Context: an optimization exercise on an open-source flow, tuned for small area. The choices shown serve that exercise and are no tape-out recipe.
In this exercise RTL edits were held to simulation tests only and were not proved equivalent to the original.
Power is estimated from default activity; no workload was simulated.

## config.mk

```make
export PLATFORM = sky130hd
export DESIGN_NAME = DHT22
export DESIGN_NICKNAME = DHT22
export VERILOG_FILES = /design/flow/design.v
export SDC_FILE = /design/flow/constraint.sdc
export NUM_CORES = 4
export LEC_CHECK = 0
export CAP_MARGIN = 20
export CORE_MARGIN = 2
export CORE_UTILIZATION = 40
export SLEW_MARGIN = 20
```

## constraint.sdc

```tcl
create_clock -name core_clock -period 10.0 [get_ports {clk}]
set_input_delay 2.0000 -clock core_clock [delete_from_list [all_inputs] [get_ports {clk}]]
set_output_delay 2.0000 -clock core_clock [all_outputs]
set_load 0.01 [all_outputs]
```

## design.v

```verilog
`timescale 1ns / 1ps
module seven_seg(
 input CLK100MHZ, CPU_RESETN,
 input [15:0] RH_Value, 
 input [15:0] Temp_Value,
 output CA,CB,CC,CD,CE,CF,CG,DP, 
 output [7:0] AN
 );
reg [19:0]count; 
reg [3:0] SW_Choose;
reg [7:0] AN_Choose;  
reg [6:0] Num_Choose;  
always @ (posedge CLK100MHZ)
 begin
  if (CPU_RESETN)
   count <= 0;
  else
   count <= count + 1;
 end
always @ (*)
 begin
  case(count[19:17])  
   3'b000 :   
    begin
     SW_Choose = {RH_Value[3],RH_Value[2],RH_Value[1],RH_Value[0]};
     AN_Choose = 8'b11111110;
    end
   3'b001:   
    begin
     SW_Choose = {RH_Value[7],RH_Value[6],RH_Value[5],RH_Value[4]};
     AN_Choose = 8'b11111101;
    end
   3'b010:   
    begin
     SW_Choose = {RH_Value[11],RH_Value[10],RH_Value[9],RH_Value[8]};
     AN_Choose = 8'b11111011;
    end
   3'b011:   
    begin
     SW_Choose = {RH_Value[15],RH_Value[14],RH_Value[13],RH_Value[12]};
     AN_Choose =8'b11110111;
    end
     3'b100 :   
     begin
      SW_Choose = {Temp_Value[3],Temp_Value[2],Temp_Value[1],Temp_Value[0]};
      AN_Choose = 8'b11101111;
     end
    3'b101:   
     begin
      SW_Choose = {Temp_Value[7],Temp_Value[6],Temp_Value[5],Temp_Value[4]};
      AN_Choose = 8'b11011111;
     end
    3'b110:   
     begin
      SW_Choose = {Temp_Value[11],Temp_Value[10],Temp_Value[9],Temp_Value[8]};
      AN_Choose = 8'b10111111;
     end
    3'b111:   
     begin
      SW_Choose = {Temp_Value[15],Temp_Value[14],Temp_Value[13],Temp_Value[12]};
      AN_Choose = 8'b01111111;
     end
  endcase
 end
always @ (*)
 begin
 if (AN_Choose == 8'b01111111)
   case(SW_Choose)
   0:       Num_Choose = 7'b0000001;
   1:       Num_Choose = 7'b1001111;
   2:       Num_Choose = 7'b0010010;
   3:       Num_Choose = 7'b0000110;
   4:       Num_Choose = 7'b1001100;
   5:       Num_Choose = 7'b0100100;
   6:       Num_Choose = 7'b0100000;
   7:       Num_Choose = 7'b0001111;
   default: Num_Choose = 7'b1111110;
 endcase
 else
  case(SW_Choose)
    0:       Num_Choose = 7'b0000001;
    1:       Num_Choose = 7'b1001111;
    2:       Num_Choose = 7'b0010010;
    3:       Num_Choose = 7'b0000110;
    4:       Num_Choose = 7'b1001100;
    5:       Num_Choose = 7'b0100100;
    6:       Num_Choose = 7'b0100000;
    7:       Num_Choose = 7'b0001111;
    8:       Num_Choose = 7'b0000000;
    9:       Num_Choose = 7'b0001100;
    10:      Num_Choose = 7'b0001000;
    11:      Num_Choose = 7'b1100000;
    12:      Num_Choose = 7'b0110001;
    13:      Num_Choose = 7'b1000010;
    14:      Num_Choose = 7'b0110000;
    default: Num_Choose = 7'b0111000;
  endcase
 end
assign {CG, CF, CE, CD, CC, CB, CA} = Num_Choose;
assign AN = AN_Choose;
assign DP = 1'b1;
endmodule
`timescale 1ns / 1ps
module DHT22(
input clk,
input rst,
input dht_in,
output dht_out,
output LED16_G,
output LED16_R,
output LED16_B,
output CA,CB,CC,CD,CE,CF,CG,DP,
output [7:0] AN
);
reg JA3in;
reg JA3out;
reg LEDR;
reg LEDG;
reg LEDB;
reg [7:0] state;
reg [31:0] count;
reg [39:0] dataBits;
reg [7:0] bitCount;
reg dataReady;
     seven_seg SSEG(
     .CLK100MHZ(clk),
     .CPU_RESETN(rst),
     .RH_Value(dataBits[39:24]),
     .Temp_Value(dataBits[23:8]),
     .CA(CA), .CB(CB), .CC(CC), .CD(CD), .CE(CE), .CF(CF), .CG(CG), .DP(DP),
     .AN(AN)
     );
assign dht_out = JA3out ? 1'b1: 1'b0;
assign LED16_R = LEDR;
assign LED16_G = LEDG;
assign LED16_B = LEDB;
always @(posedge clk) begin
	if (rst)
		JA3in <= 1'b0;
	else
		JA3in <= dht_in;
end
always @(posedge clk) begin
  if (rst) begin
	LEDR <= 1'b0;
	LEDG <= 1'b0;
	LEDB <= 1'b0;
	JA3out <= 1'b0;
	state <= 8'd0;
	count <= 32'd0;
	dataBits <= 40'd0;
	bitCount <= 8'd40;
	dataReady <= 1'b0;
  end else begin
	if(count > 32'd1000000) begin
		count <= 32'h0;
		state <= 8'h00;
	end
	case (state)
		8'h00: begin  
			if(count < 32'd100000) begin
				count <= count + 1;
				end
			else begin
				count <= 0;
				state <= 8'h01;
				end
			end
		8'h01: begin 	 
			if( count < 32'd1617 ) begin
			     LEDB <= 1'b0;
			     LEDR <= 1'b0;
			     LEDG <= 1'b0;
				count <= count + 1;
				JA3out <= 1'b1;
				end
			else begin
				count <= 0;
                JA3out <= 1'b0;
				state <= 8'h02;
				end
			end
		8'h02: begin  
			if (JA3in) begin
					count <= 0;
					state <= 8'h03;  
				end
			else
				count <= count +1;
			end
		8'h03: begin  
			if (~JA3in) begin
					count <= 0;
					state <= 8'h04;  
				end
			else
				count <= count +1;
			end
		8'h04: begin  
			if(JA3in) begin
                LEDB <= 1'b1;
				count <= 0;
				state <= 8'h05;
				dataReady <= 1'b0;
				bitCount <= 0;
				end
			else begin
				count <= count +1;
				end
			end
		8'h05: begin  
			if (~JA3in) begin  
				LEDB <= 1'b0;
				LEDR <= 1'b1;
				count <= 0;
				state <= 8'h06;
				end
			else count <= count +1;
			end
		8'h06: begin
			if (JA3in) begin  
				state <= 8'h07;
				count <= 0;
				end
			else count <= count +1;
			end
		8'h07: begin  
			if (JA3in) begin
				count <= count +1;
				end
			else begin
				state <= 8'h08;
				end
			end
		8'h08: begin  
			if (count > 5) begin
				count <= 0;
				dataBits[8'd39 - bitCount] <= 1'b1;
				bitCount <= bitCount + 1;
				state <= 8'h09;
				end
			else begin
				count <= 0;
				dataBits[8'd39 - bitCount] <= 1'b0;
                bitCount <= bitCount + 1;
				state <= 8'h09;
			end
			end
		8'h09: begin
			if(bitCount < 40) begin
				state <= 8'h05;
				end
			else begin
				dataReady <= 1'b1;
				state <= 8'h0a;
				end
			end
		8'h0a: begin  
			if(JA3in) begin
			     if (dataBits[39:32] + dataBits[31:24] + dataBits[23:16] + dataBits[15:8] == dataBits[7:0]) begin
				    LEDR <= 1'b0;
				    LEDG <= 1'b1;
				    state <= 8'h00;
				    count <= 0;
				 end
				 else begin
				 state <= 8'h00;
                 count <= 0;
                 end
             end
			else count <= count +1;
			end
		default: begin
			count <= 0;
			state <= 8'h00;
			end
	endcase
  end
end
endmodule
```

## run.sh

```bash
#!/bin/bash
# synth_recipe.tcl (not shown) runs the flow's synth.tcl, then flattens the netlist and writes it again
# the make line also repeats each setting of config.mk as NAME=value (left out here)
make -C /OpenROAD-flow-scripts/flow DESIGN_CONFIG=/design/flow/config.mk WORK_HOME=/design/flow/orfs CLKGATE_MAP_FILE= SYNTH_SCRIPT=/design/flow/synth_recipe.tcl finish
```

==> key figures <==
Timing
  • RSZ-0062 raised after global routing: false
  • Slew HR: 28.6%
  • Final Hold Viols: 0
  • Sum Neg Setup Slack: 0 ps
  • Fin Clk Skew: 9.71 ps
  • Period utilisation layout: 57.2%
  • Worst-margin pin slew: ~1100 ps
  • Minimum clock period: 5720 ps
  • Setup Viol. Count Final: 0
  • Peak Freq: about 170 MHz
  • Max-slew violations: 0

Layout
  • Fin area: 0.00814 mm^2
  • Non-filler instance count after layout: about 1,100
  • Share of cells above drive strength 1: 6.57%
  • Layout Utilization: ~46%
  • P&R area growth vs syn: 12.5%
  • Layout Nets: 923
  • Ant. Diodes: 0

Worst setup path
  • Critical Path AT: 3720 ps
  • Worst endpoint required time: ~8000 ps
  • Crit. End Element: primary output
  • Setup CP Type: reg -> out
  • Max FO, Critical Path: 15
  • CP startpoint kind: register

Synthesis
  • Leading area contributor after synthesis: dfxtp_1
  • Post-synthesis sequential area ratio: about 31%
  • Top cells by count, synth: dfxtp_1 (113), nand2_1 (113), nor2_1 (86)
  • Synth Warn #: 2
  • Cell variety after synth: 80
  • Register bit total from synthesis: approximately 110
  • Post-synth ARST share: 0%
  • Synth Flop Type: dfxtp_1
  • Avg Cell Area, Syn: between 8 and 9 um^2
  • Synth Cell Area: a little over 0.007 mm^2
  • Top cells by area, synth: dfxtp_1 (31%), mux2i_1 (6.6%), nand2_1 (5.9%)
  • Share of the synthesized area in the top cell type: between 30 and 40%
  • Cells after Synth: about 890
  • Post-synth EDFFs: 0

Detailed routing
  • DRT iter0 DRCs: 403
  • DRC Markers: 0
  • Antenna-violating nets left: 0
  • WL/cell: 15.6 um
  • DRT Pass-1 Iters: 5
  • Vias post-DR: ~6,200
  • Detailed Route WL: 17,600 um
  • Vias per inst: 5.48

GRT
  • GR Overflow Total: 0
  • Total GRT Usage: between 10% and 20%
  • Gr busiest metal: met2
  • Met1 track demand over resource: 24.3%
  • Routing usage on met3: under 10%
  • First-pass GRT wire length: ~30,000 um
  • Pin count of the biggest net entering global routing: 46
  • Met2 usage: 30.5%
  • Vias in the first global route: approximately 5,800
  • Initial antenna violation count: 0

Clock network
  • Setup bufs post-CTS: 0
  • CTS buffer count: 17
  • Clock transition at path regs: 60 ps
  • Clock sinks: 113
  • TritonCTS clock tree: done
  • Worst-case clock buffer depth: 2
  • Insertion delay to the later sink of the worst-skew pair: ~420 ps
  • Cts hold-fix bufs: 0
  • CTS root buf: clkbuf_16
  • CTS H-tree depth: 4
  • Post-CTS sizing: 0

Floorplanning
  • Initial Util: about two fifths
  • Die width: around 140 um
  • Full die area: around 0.019 mm^2
  • Ports: 23
  • Core footprint: ~0.018 mm^2
  • Num rows: roughly 50
  • Die Y: 138 um

Outcome
  • Status: timing/DRC/antenna clean

Power and ir drop
  • Pwr Total: 1110 uW
  • PwrDens: 136 mW/mm^2
  • VDD IR-drop max: 0.000123 V
  • Pleak: between 0.002 and 0.003 uW

Flow run
  • Max_cap viols: 0

Min path
  • Worst hold path type: reg -> reg

Place
  • HPWL after detailed placement: around 12,000 um
  • Placed cells: approximately 1,100
  • Cell Area, Placed: 0.00753 mm^2
  • PortBufs: 21
  • Gpl congestion: around 0.83
[cell type report]
type | count | area, um^2
clock buffer | 22 | 454
clock inverter | 10 | 159
fill | 1740 | 9700
inverter | 31 | 116
multi-input combinational | 694 | 4600
sequential | 113 | 2260
tap | 229 | 287
timing repair buffer | 28 | 263
[through the flow]
stage,worst slack (ps),hold WS (ps)
after floorplan,5540,418
after global placement,4800,429
after detailed placement,4750,444
after CTS,4290,455
after global routing,4040,471
final,4280,453
[critical path, cell delays in order, from the launching register on]
cell	delay [ps]
dfxtp_1	610
mux2_2	390
a221oi_1	250
a21oi_1	90
o22ai_1	480
ha_1	260
or3b_2	440
a21oi_1	160
a31o_2	120
clkdlybuf4s50_1	520
[placed cells by master (no fill, tap or decap), drive strengths merged, types with 4 or more instances in the layout]
cell type / n
nand3: 42
or4: 8
a21o: 5
a221o: 5
nor4b: 4
mux2: 6
nand2: 114
and3: 21
a21oi: 31
fa: 14
nand4: 20
xor2: 27
o211ai: 7
dfxtp: 113
nor2b: 12
inv: 29
bufinv: 4
and2: 9
nor2: 86
mux2i: 48
and4: 7
clkinv: 6
o21ai: 35
clkbuf: 22
a31oi: 6
nand2b: 12
nor4: 9
o22ai: 6
a211oi: 8
nor3: 35
ha: 21
buf: 7
xnor2: 35
conb: 5
clkdlybuf4s50: 21
or3: 5
[path summary, 6_finish.rpt]
path	slack (ps)	startpoint	depth (start not counted)	end
worst max-delay path	4280	SSEG.count[19]$_SDFF_PP0_	9	CA
worst min-delay path	450	SSEG.count[0]$_SDFF_PP0_	1	SSEG.count[0]$_SDFF_PP0_
worst max register to register	6140	register	12	LEDG$_SDFFE_PP0P_
worst min register to register	450	SSEG.count[0]$_SDFF_PP0_	1	SSEG.count[0]$_SDFF_PP0_
[cell families (layout without fill, tap and decap cells)]
kind of cell               Yosys count  in the layout  share of synthesized area (%)
xor gates and xnor gates            62             62                           7.50
AOI/OAI and AO/OA                  142            142                           13.3
buffers and inverters               87             91                           5.31
other                                2              5                          0.104
adders and majority gates           35             35                           7.50
muxes                               54             54                           7.57
and+or+nand+nor                    396            396                           27.4
DFF                                113            113                           31.3
[where the power goes]
part	leakage [uW]	internal, uW	total (uW)	switching [uW]
Sequential	0.000912	453	455	1.98
Combinational	0.00175	3.22	12.1	8.92
Clock	0.000294	422	643	221
[layer usage]
layer  vias up  routed length [um]
li1       3126                   -
met1      2902                8360
met2       126                8240
met3        27                 679
met4         0                 300
met5         -                   0

## what the ideal ports hide
The results above use ideal ports. As a check the final layout listed here was re-extracted and re-timed, cells and wires unchanged.
Step 1: set_driving_cell puts a clkbuf_16 on clk and a buf_2 on each other input, an assumption about the parent block.
Step 2, shift: input delay + t, output delay - t, t = (earliest + latest rising clock arrival at the registers) / 2. This alone moves slack from input paths to output paths.
Slacks: no drivers / after step 1 / after step 2; pairs: no drivers / after step 1.
shift t [ns]: 0.457
slack for setup (ns): 4.277 / 4.234 / 4.691
latest minus earliest clock arrival (ns): 0.010 / 0.010
worst slew at a driven data input, ns: 0.03
cell pins on the clock port's net: 1
After both steps this run still meets setup and hold. The setup slack of this run moves by -0.043 ns with the drivers and by +0.414 ns with both steps.
